Context: an optimization exercise on an open-source flow, tuned for small area, a short achievable clock period and few clock cycles per item. The choices shown serve that exercise and are no tape-out recipe.
Where RTL was checked, it was by simulation tests only, not by an equivalence proof against the original.
No functional check of the RTL was part of run 1.
No activity file was given, so power comes from the tool's default toggle rates.

==> flow/design.v (outline; a module is shown in full before it is edited, if it fits) <==
// module FP16_MAC_pipeline: 1056 lines
module FP16_MAC_pipeline(
    input [15:0]data_k,
    input [15:0]data_x,
    input [15:0]data_b,
    input rst,
    input input_valid,
    input clk,
    input [1:0]opcode,
    output reg [15:0]data_o,
    output reg output_up,
    output reg [1:0]opcode_o
    );
  // ...
==> flow/run.sh <==
#!/bin/bash
# synth_recipe.tcl (not shown) runs the flow's synth.tcl, then flattens the netlist and writes it again
# the make line also repeats each setting of config.mk as NAME=value (left out here)
make -C /OpenROAD-flow-scripts/flow DESIGN_CONFIG=/design/flow/config.mk WORK_HOME=/design/flow/orfs CLKGATE_MAP_FILE= SYNTH_SCRIPT=/design/flow/synth_recipe.tcl finish
==> flow/config.mk <==
export PLATFORM = sky130hd
export DESIGN_NAME = FP16_MAC_pipeline
export DESIGN_NICKNAME = FP16_MAC_pipeline
export VERILOG_FILES = /design/flow/design.v
export SDC_FILE = /design/flow/constraint.sdc
export NUM_CORES = 4
export LEC_CHECK = 0
export CAP_MARGIN = 20
export CORE_MARGIN = 2
export CORE_UTILIZATION = 60
export SETUP_SLACK_MARGIN = 3.5
export SLEW_MARGIN = 20
==> flow/constraint.sdc <==
create_clock -name core_clock -period 6.0 [get_ports {clk}]
set_input_delay 1.2000 -clock core_clock [delete_from_list [all_inputs] [get_ports {clk}]]
set_output_delay 1.2000 -clock core_clock [all_outputs]
set_load 0.01 [all_outputs]
==> metrics.csv, run 1 <==
metric,value,unit
crit_cells,7,
whs_path_depth,0,
synth_top_area_share,0.4247,
place_ws,2758,ps
start_kind,register,
nNonClkBuffers,163,
syn-num-nets,2110,
r2r_end,fs87_r2,
rrSetupSlack,3430,ps
multiInputGateArea,10930,um^2
path_clk_slew,60,ps
status,no timing/DRC/antenna violations,
boundaryPins,72,
port_buffers,71,
clockBufferDepth,3,
die_area,33020,um^2
synth_most_common_cell,dfxtp_1,
cp.arrival,3050,ps
placementRows,65,
final_cells,2457,
antenna_cells,0,
fp.dieH,181.7,um
hold_viol_final,0,
fillerInstances,2214,
crit_end,fs87_r2,
postLayoutCellArea,23000,um^2
num-multi-input-gates,1307,
mostFrequentLayoutCell,dfxtp_1,
async_flop_share,0,
power_frac_comb,0.465,
whs_endpoint,a_r6[4],
hold_buffers,0,
start_util,0.6052,
cts_buffers,41,
vias,14590,
==> run 2, diff against run 1 <==
--- a/flow/design.v
+++ b/flow/design.v
@@ -616,33 +616,32 @@
         pp0_1_r2 <= pp0_1_1;
         sb_r2 <= sb_r1;
         sp_r2 <= sp_r1;
         sub_r2 <= sub_r1;
         v_r2 <= v_r1 & ~rst;
     end
     wire [21:0] p_2;
     assign p_2 = {hs111_r2, fs109_r2, fs107_r2, fs105_r2, fs103_r2, fs101_r2, fs99_r2, fs97_r2, fs95_r2, fs93_r2, fs91_r2, fs89_r2, fs87_r2, fs85_r2, fs83_r2, fs81_r2, fs79_r2, fs77_r2, hs75_r2, bn1_r2, pp0_1_r2, pp0_0_r2} + {fc110_r2, fc108_r2, fc106_r2, fc104_r2, fc102_r2, fc100_r2, fc98_r2, fc96_r2, fc94_r2, fc92_r2, fc90_r2, fc88_r2, fc86_r2, fc84_r2, fc82_r2, fc80_r2, fc78_r2, hc76_r2, hc74_r2, hs73_r2, 1'b0, bn0_r2};
-    wire [6:0] dd_2;
     wire [4:0] ad_2;
     wire dpos_2;
     wire dz_2;
     wire bA_2;
     wire eA_2;
     wire bB_2;
     wire eB_2;
-    assign dd_2 = e0_r2 - {2'b00, eb_r2};
-    wire [6:0] nd_ctl2 = {2'b00, eb_r2} - e0_r2;
-    assign dpos_2 = ~dd_2[6] & |dd_2[5:0];
-    assign dz_2 = ~|dd_2;
-    assign ad_2 = dd_2[6] ? nd_ctl2[4:0] : dd_2[4:0];
-    assign bA_2 = ~dd_2[6] & (dd_2[5:0] >= 6'd22);
-    assign eA_2 = dd_2 == 7'd21;
-    assign bB_2 = ~nd_ctl2[6] & (nd_ctl2[5:0] >= 6'd23);
-    assign eB_2 = nd_ctl2 == 7'd22;
+    wire signed [6:0] dd_ctl2 = e0_r2 - {2'b00, eb_r2};
+    wire [6:0] nd_ctl2 = -dd_ctl2;
+    assign dpos_2 = dd_ctl2 > 7'sd0;
+    assign dz_2 = dd_ctl2 == 7'sd0;
+    assign ad_2 = dd_ctl2[6] ? nd_ctl2[4:0] : dd_ctl2[4:0];
+    assign bA_2 = dd_ctl2 >= 7'sd22;
+    assign eA_2 = dd_ctl2 == 7'sd21;
+    assign bB_2 = dd_ctl2 <= -7'sd23;
+    assign eB_2 = dd_ctl2 == -7'sd22;
     reg [4:0] ad_r3;
     reg bA_r3;
     reg bB_r3;
     reg dpos_r3;
     reg dz_r3;
     reg [6:0] e0_r3;
     reg eA_r3;
     reg eB_r3;
==> flow/config.mk (replaced) <==
export PLATFORM = sky130hd
export DESIGN_NAME = FP16_MAC_pipeline
export DESIGN_NICKNAME = FP16_MAC_pipeline
export VERILOG_FILES = /design/flow/design.v
export SDC_FILE = /design/flow/constraint.sdc
export NUM_CORES = 4
export LEC_CHECK = 0
export ABC_AREA = 1
export CAP_MARGIN = 20
export CORE_MARGIN = 2
export CORE_UTILIZATION = 60
export SETUP_SLACK_MARGIN = 3.5
export SLEW_MARGIN = 20
==> run 2 against run 1 <==
Against the previous run: still clean on timing, DRC and antenna; maximum frequency decreased by 9.9%; clock power about the same; die area decreased by 3.0%; final cell count increased by 15%; register-to-register slack got worse by 280 ps; synthesized area decreased by 3.0%; critical path type unchanged; critical endpoint is now a_r5[21].
==> metrics.csv, run 2 <==
metric,value,unit,change
fillerInstances,1858,,"was 2,214"
crit_fanout,5,,was 7
grt_pass1_wl,76820,um,"was 74,560 um"
synth_cell_type_count,57,,was 87
netlist_area,18380,um^2,"was 18,950 um^2"
port_buffers,71,,unchanged
mostFrequentLayoutCell,nand2_1,,was dfxtp_1
postLayoutCellArea,23990,um^2,"was 23,000 um^2"
avgViaCountPerCell,5.635,,was 5.938
syn-num-nets,2374,,"was 2,110"
drive_above_1_share,0.2447,,was 0.2000
synth_edf_count,0,,unchanged
cts_root_buf,clkbuf_16,,unchanged
irDropWorstVdd,0.0003061,V,was 0.0003332 V
htree_levels,2,,unchanged
async_flop_share,0,,unchanged
rsz0062_at_grt,yes,,unchanged
synth_top_area_share,0.4379,,was 0.4247
netlist_instances,2185,,"was 1,918"
setup_viol,0,,unchanged
die_w,179.0,um,was 181.7 um
start_kind,register,,unchanged
die_area,32040,um^2,"was 33,020 um^2"
maxCapViolations,0,,unchanged
area_delta_synth_final,30.54,%,was 21.36%
synth_common_cells,"dfxtp_1 (402), nand2_1 (400), inv_1 (266)",,"was dfxtp_1 (402), nand2_1 (158), a21oi_1 (113)"
tns,0,ps,unchanged
gr-usage-all-layers,0.3083,,was 0.2819
hold_viol_final,0,,unchanged
placed_area,19310,um^2,"was 19,830 um^2"
relSlewSlack,0.2738,,was 0.3764
leakagePower,10.70,nW,was 9.512 nW
synth_area_leaders,"dfxtp_1 (44%), nand2_1 (8.2%), xor2_1 (7.6%)",,"was dfxtp_1 (42%), ha_1 (6.3%), xnor2_1 (5.0%)"
reg2regPathDepth,13,,was 7
wl,54830,um,"was 48,020 um"
placementRows,64,,was 65
hold_class,reg -> reg,,unchanged
multiInputGateArea,10500,um^2,"was 10,930 um^2"
boundaryPins,72,,unchanged
whs_path_depth,0,,unchanged
period_minus_slack,2848,ps,was 2567 ps
ys.flop_type,dfxtp_1,,unchanged
max_slew.worst_pin.slew,1088,ps,was 935.3 ps
path_clk_slew,60,ps,about the same
cts.sink_count,402,,unchanged
route.detailed.drc,0,,unchanged
antenna_left,0,,unchanged
cts_buffers,42,,was 41
critPathCaptureType,register,,unchanged
crit_required,6420,ps,was 6480 ps
core-area,30350,um^2,"was 31,310 um^2"
grt_max_degree,29,,was 36
cp.arrival,3270,ps,was 3050 ps
wl_per_cell,19.41,um,was 19.54 um
first_pass_iters,7,,was 5
fin_skew,20.67,ps,was 18.81 ps
first_global_vias,15170,,"was 14,380"
slew_violations,0,,unchanged
ys_ff_latch,402,,unchanged
regArea,8144,um^2,was 8202 um^2
clock_latency,560,ps,was 540 ps
layout_common_cells,"nand2_1 (363), dfxtp_1 (357), inv_1 (232), xor2_1 (147), buf_4 (129)",,"was dfxtp_1 (345), nand2_1 (156), xnor2_1 (102), a21oi_1 (101), inv_1 (98)"
largestRegisters,"a_r5 x34, a_r6 x34, pv_r4 x33",,unchanged
finalWeightedCongestion,0.9027,,was 0.9048
antenna_found_initial,2,,was 0
start_util,0.6055,,was 0.6052
syn-mean-instance-area,8.410,um^2,was 9.879 um^2
fp.dieH,179.0,um,was 181.7 um
power.density,591.1,nW/um^2,was 600.0 nW/um^2
gr-total-overflow,0,,unchanged
ys_warn_count,1,,unchanged
fin_crit_sh,0.4746,,was 0.4279
synth.largest_area_cell,dfxtp_1,,unchanged
max_freq,351.1,MHz,was 389.5 MHz
status,no timing/DRC/antenna violations,,unchanged
vias,15920,,"was 14,590"
synth_most_common_cell,dfxtp_1,,unchanged
drt_iter0_drc,1415,,was 981
cts_tree,done,,unchanged
ys_seq_area_frac,0.4379,,was 0.4247
fin_nets,2584,,"was 2,215"
hpwl,33480,um,"was 33,870 um"
clockBufferDepth,3,,unchanged
critical_path_class,reg -> reg,,unchanged
-- run 2: where the power goes --
| part | leakage [nW] | total (mW) | internal, mW | switching (mW) |
|---|---|---|---|---|
| registers | 3.38 | 4.53 | 3.67 | 0.861 |
| logic | 6.63 | 6.99 | 2.77 | 4.22 |
| clock network | 0.687 | 2.66 | 1.54 | 1.12 |
| total | 10.7 | 14.2 | 7.98 | 6.20 |
-- run 2: final cells by class --
cell class / count / area share
inverters: 288 / 0.05122
clock buffers: 52 / 0.04705
multi-input cells: 1424 / 0.4377
clock inverters: 24 / 0.01236
well taps: 396 / 0.02066
diodes: 2 / 0.0002086
repair buffers: 235 / 0.09071
flip-flops and latches: 402 / 0.3395
repair inverters: 2 / 0.0006259
-- run 2: repair_timing --
item	CTS	global route
endpoints found under the setup margin	173	126
setup buffers	99	58
resized for setup	249	277
hold endpoints to repair	0	0
pin swaps	118	93
hold buffers	0	0
cloned	7	5
-- run 2: logic make-up after synthesis --
kind of cell,synth area share
adder cells (fa/ha/maj),0.1102
multiplexers,0.009872
AND/OR/NAND/NOR,0.1563
XOR/XNOR,0.08388
flip-flops,0.4379
AO/OA/AOI/OAI,0.1256
buffers and inverters,0.07626
-- run 2: per-layer routing --
layer  share of wire  GRT usage  vias up
met1            0.38     0.3556     7533
met2            0.50     0.5550      648
li1                -          -     7521
met3           0.062    0.05110      215
met5         0.00027          0        -
met4           0.054     0.1443        2
-- run 2: final timing paths --
path	from	to	slack [ps]
setup / recovery	pv_r4[8]	a_r5[21]	3150
hold reg to reg	eb_r1[0]	eb_r2[0]	320
setup reg to reg	pv_r4[8]	a_r5[21]	3150
hold / removal	eb_r1[0]	eb_r2[0]	320
-- run 2: critical path: stages (launching register included) --
cell and delay, ps:
dfxtp_1 470, nand2_1 90, inv_1 130, nand3_1 260, nor4_4 300, nand2_1 200, o21ai_2 210, nand2_1 130
nand2_1 110, nand2_2 80, nand2_2 100, a21oi_2 70, xor2_1 420, o21bai_4 130
-- run 2: per-stage QoR --
stage | hold WS [ps] | utilization | instances | power, mW | setup slack (ps)
2_1_floorplan | 309.6 | - | 2185 | 7.890 | 3508
3_3_place_gp | 309.7 | 0.6363 | 2578 | 9.215 | 2625
3_5_place_dp | 312.1 | 0.6363 | 2578 | 9.360 | 2596
4_1_cts | 321.7 | 0.7409 | 2760 | 12.78 | 3259
5_1_grt | 318.5 | 0.7902 | 2823 | 15.05 | 2831
6_report | 318.7 | 0.7904 | 2825 | 14.18 | 3152
Testbench counts of run 2, summed over its fixed seeds: cycles 2,112, items 2,048.
==> run 3, diff against run 2 <==
--- a/flow/config.mk
+++ b/flow/config.mk
@@ -5,7 +5,6 @@
 export SDC_FILE = /design/flow/constraint.sdc
 export NUM_CORES = 4
 export LEC_CHECK = 0
-export ABC_AREA = 1
 export CAP_MARGIN = 20
 export CORE_MARGIN = 2
 export CORE_UTILIZATION = 60
==> run 3 against run 2 <==
Against the previous run: clock power about the same; clock-buffer cell count down 2; sequential share of layout area up 1.4 points; critical path type unchanged; critical endpoint is now pv_r4[16]; largest cell class unchanged.
==> metrics.csv, run 3 <==
metric,value,unit,change
status,no timing/DRC/antenna violations,,unchanged
finalWeightedCongestion,0.9853,,was 0.9027
setup_ws,3163,ps,was 3152 ps
crit_fanout,3,,was 5
die_area,32600,um^2,"was 32,040 um^2"
synth_common_cells,"dfxtp_1 (402), nand2_1 (160), nor2_1 (115)",,"was dfxtp_1 (402), nand2_1 (400), inv_1 (266)"
async_flop_share,0,,unchanged
fin_skew,16.20,ps,was 20.67 ps
cp_top_family,compound AO/OA/AOI/OAI gates,,was simple AND/OR/NAND/NOR gates
syn-mean-instance-area,9.835,um^2,was 8.410 um^2
maxCapViolations,0,,unchanged
mostFrequentLayoutCell,dfxtp_1,,was nand2_1
period_minus_slack,2837,ps,was 2848 ps
critPathCaptureType,register,,unchanged
core-area,30670,um^2,"was 30,350 um^2"
cts.sink_count,402,,unchanged
path_clk_slew,70,ps,was 60 ps
placed_cells,2273,,"was 2,578"
drt_iter0_drc,883,,"was 1,415"
ys_warn_count,1,,unchanged
irDropWorstVdd,0.0002874,V,was 0.0003061 V
hold_class,reg -> reg,,unchanged
hold_viol_final,0,,unchanged
hold_buffers,0,,unchanged
clockBufferDepth,3,,unchanged
slew_violations,0,,unchanged
reg2regPathDepth,11,,was 13
crit_required,6430,ps,was 6420 ps
place_ws,2520,ps,was 2596 ps
rsz0062_at_grt,yes,,unchanged
route.detailed.drc,0,,unchanged
avgViaCountPerCell,5.898,,was 5.635
synth_top_area_share,0.4302,,was 0.4379
cts_buffers,42,,unchanged
max_freq,352.4,MHz,was 351.1 MHz
cp.arrival,3270,ps,about the same
critical_path_class,reg -> reg,,unchanged
r2r_end,pv_r4[16],,was a_r5[21]
ys_ff_latch,402,,unchanged
power.density,621.1,nW/um^2,was 591.1 nW/um^2
leakagePower,9.545,nW,was 10.70 nW
synth_area_leaders,"dfxtp_1 (43%), ha_1 (6.2%), xnor2_1 (4.8%)",,"was dfxtp_1 (44%), nand2_1 (8.2%), xor2_1 (7.6%)"
fin_nets,2216,,"was 2,584"
antenna_cells,0,,was 2
final_cells,2452,,"was 2,825"
ys.flop_type,dfxtp_1,,unchanged
setup_viol,0,,unchanged
boundaryPins,72,,unchanged
largestRegisters,"a_r5 x34, a_r6 x34, pv_r4 x33",,unchanged
placed_area,19550,um^2,"was 19,310 um^2"
synth_most_common_cell,dfxtp_1,,unchanged
first_global_vias,14520,,"was 15,170"
clock_latency,540,ps,was 560 ps
hpwl,32860,um,"was 33,480 um"
antenna_found_initial,0,,was 2
rrSetupSlack,3160,ps,was 3150 ps
r2r_start,dz_r3,,was pv_r4[8]
slowest_delay,510,ps,was 470 ps
netlist_area,18710,um^2,"was 18,380 um^2"
placementRows,64,,unchanged
cp_num_buf_inv,1,,unchanged
first_pass_iters,5,,was 7
fp.dieH,180.6,um,was 179.0 um
area_delta_synth_final,23.73,%,was 30.54%
relSlewSlack,0.3514,,was 0.2738
gr-total-overflow,0,,unchanged
layout_common_cells,"dfxtp_1 (356), nand2_1 (155), nor2_1 (104), xnor2_1 (93)",,"was nand2_1 (363), dfxtp_1 (357), inv_1 (232), xor2_1 (147), buf_4 (129)"
cts_root_buf,clkbuf_16,,unchanged
htree_levels,2,,unchanged
cts_tree,done,,unchanged
wl_per_cell,19.46,um,was 19.41 um
start_util,0.6099,,was 0.6055
whs,318.3,ps,was 318.7 ps
synth_cell_type_count,90,,was 57
crit_chain,"a21oi_4, buf_12, mux4_2, and3_4, a311o_1, mux2i_1, nor2_1, a41oi_2, nor2_2, xor2_1, ha_2",,"was nand2_1, inv_1, nand3_1, nor4_4, nand2_1, o21ai_2, nand2_1, nand2_1, nand2_2, nand2_2, a21oi_2, xor2_1, o21bai_4"
critPathSlowestCell,mux4_2,,was dfxtp_1
synth.largest_area_cell,dfxtp_1,,unchanged
crit_start,dz_r3,,was pv_r4[8]
wl,47720,um,"was 54,830 um"
drive_above_1_share,0.2237,,was 0.2447
antenna_left,0,,unchanged
port_buffers,71,,unchanged
netlist_instances,1902,,"was 2,185"
grt_max_degree,35,,was 29
syn-num-nets,2091,,"was 2,374"
fin_crit_sh,0.4729,,was 0.4746
grt_pass1_wl,74780,um,"was 76,820 um"
synth_edf_count,0,,unchanged
ys_seq_area_frac,0.4302,,was 0.4379
tns,0,ps,unchanged
vias,14460,,"was 15,920"
gr-usage-all-layers,0.2825,,was 0.3083
postLayoutCellArea,23140,um^2,"was 23,990 um^2"
crit_cells,11,,was 13
die_w,180.6,um,was 179.0 um
start_kind,register,,unchanged
max_slew.worst_pin.slew,972.9,ps,was 1088 ps
crit_end,pv_r4[16],,was a_r5[21]
## run 3: cell type report
class | instances | area [um^2]
multi-input cells | 1301 | 10880
flip-flops and latches | 402 | 8175
fillers | 2052 | 7526
repair buffers | 185 | 1785
clock buffers | 50 | 1152
well taps | 396 | 495.5
inverters | 95 | 370.4
clock inverters | 23 | 286.5
## run 3: report_power, final
part           switching, mW  internal (mW)
Sequential             0.969           3.68
Clock                   1.08           1.60
Combinational           3.74           3.30
Total                   5.79           8.59
## run 3: cell families after synthesis
group,Yosys count,share of synthesized area
AO/OA/AOI/OAI,407,0.1485
multiplexers,91,0.06140
AND/OR/NAND/NOR,486,0.1243
adder cells (fa/ha/maj),136,0.1082
flip-flops,402,0.4302
XOR/XNOR,179,0.08381
buffers and inverters,201,0.04354
## run 3: worst min path at each step
stage                        start  endpoint  slack, ps  cells past startpoint
final                     mb_r2[8]  mb_r3[8]        320                      0
after global routing      mb_r2[8]  mb_r3[8]        330                      0
after CTS                 eb_r1[3]  eb_r2[3]        320                      0
after detailed placement   a_r5[0]   a_r6[0]        310                      0
after global placement      sub_r2    sub_r3        310                      0
after floorplan            a_r5[0]   a_r6[0]        310                      0
## run 3: metrics by stage
stage	utilization	power, mW
after floorplan	-	8.587
after global placement	0.6375	9.938
after detailed placement	0.6375	10.07
after CTS	0.7260	13.77
after global routing	0.7546	15.31
final	0.7546	14.37
## run 3: timing repair
action	4_1_cts	5_1_grt
setup buffers	61	39
gates resized for setup	207	140
hold endpoints to repair	0	0
endpoints found under the setup margin	144	117
gates cloned	6	0
pin swaps	44	66
## run 3: routing by layer
| metal | track usage | vias to the layer above | part of all wire |
|---|---|---|---|
| met2 | 0.5279 | 526 | 0.51 |
| met5 | 0 | - | 0 |
| met3 | 0.03658 | 194 | 0.045 |
| li1 | - | 6891 | - |
| met1 | 0.3109 | 6850 | 0.38 |
| met4 | 0.1477 | 0 | 0.064 |
## run 3: worst register-to-register path, cell delays in order, from the launching register on
cell     delay, ps
dfxtp_2        340
a21oi_4        230
buf_12         150
mux4_2         510
and3_4         200
a311o_1        300
mux2i_1        200
nor2_1          80
a41oi_2        190
nor2_2          60
xor2_1         170
ha_2           300

[port drivers added, routing unchanged]
How much do the figures lean on ideal ports? The routed layouts below were timed once more, with nothing changed but the port constraints. Step 1 assumes that a clkbuf_16 drives the clock port and a buf_2 every other input. Step 2 adds t to the input delays and takes it off the output delays; t is the mean of the earliest and latest rising clock arrival at the registers after step 1. Input paths then give back, and output paths get back, about the clock's delay inside the block. Slacks: ideal / step 1 / step 2; pairs: ideal / step 1.
run | t (ns) | setup slack, ns | worst setup path after step 2
run 1 | 0.589 | 3.433 / 3.433 / 2.939 | input to register
run 2 | 0.595 | 3.152 / 3.152 / 3.152 | register to register
run 3 | 0.590 | 3.163 / 3.163 / 3.045 | input to register
After both steps setup and hold are still met in every run listed. For run 1, which loses most, drivers alone change the setup slack by 0.000 ns; drivers and shift together by -0.494 ns.
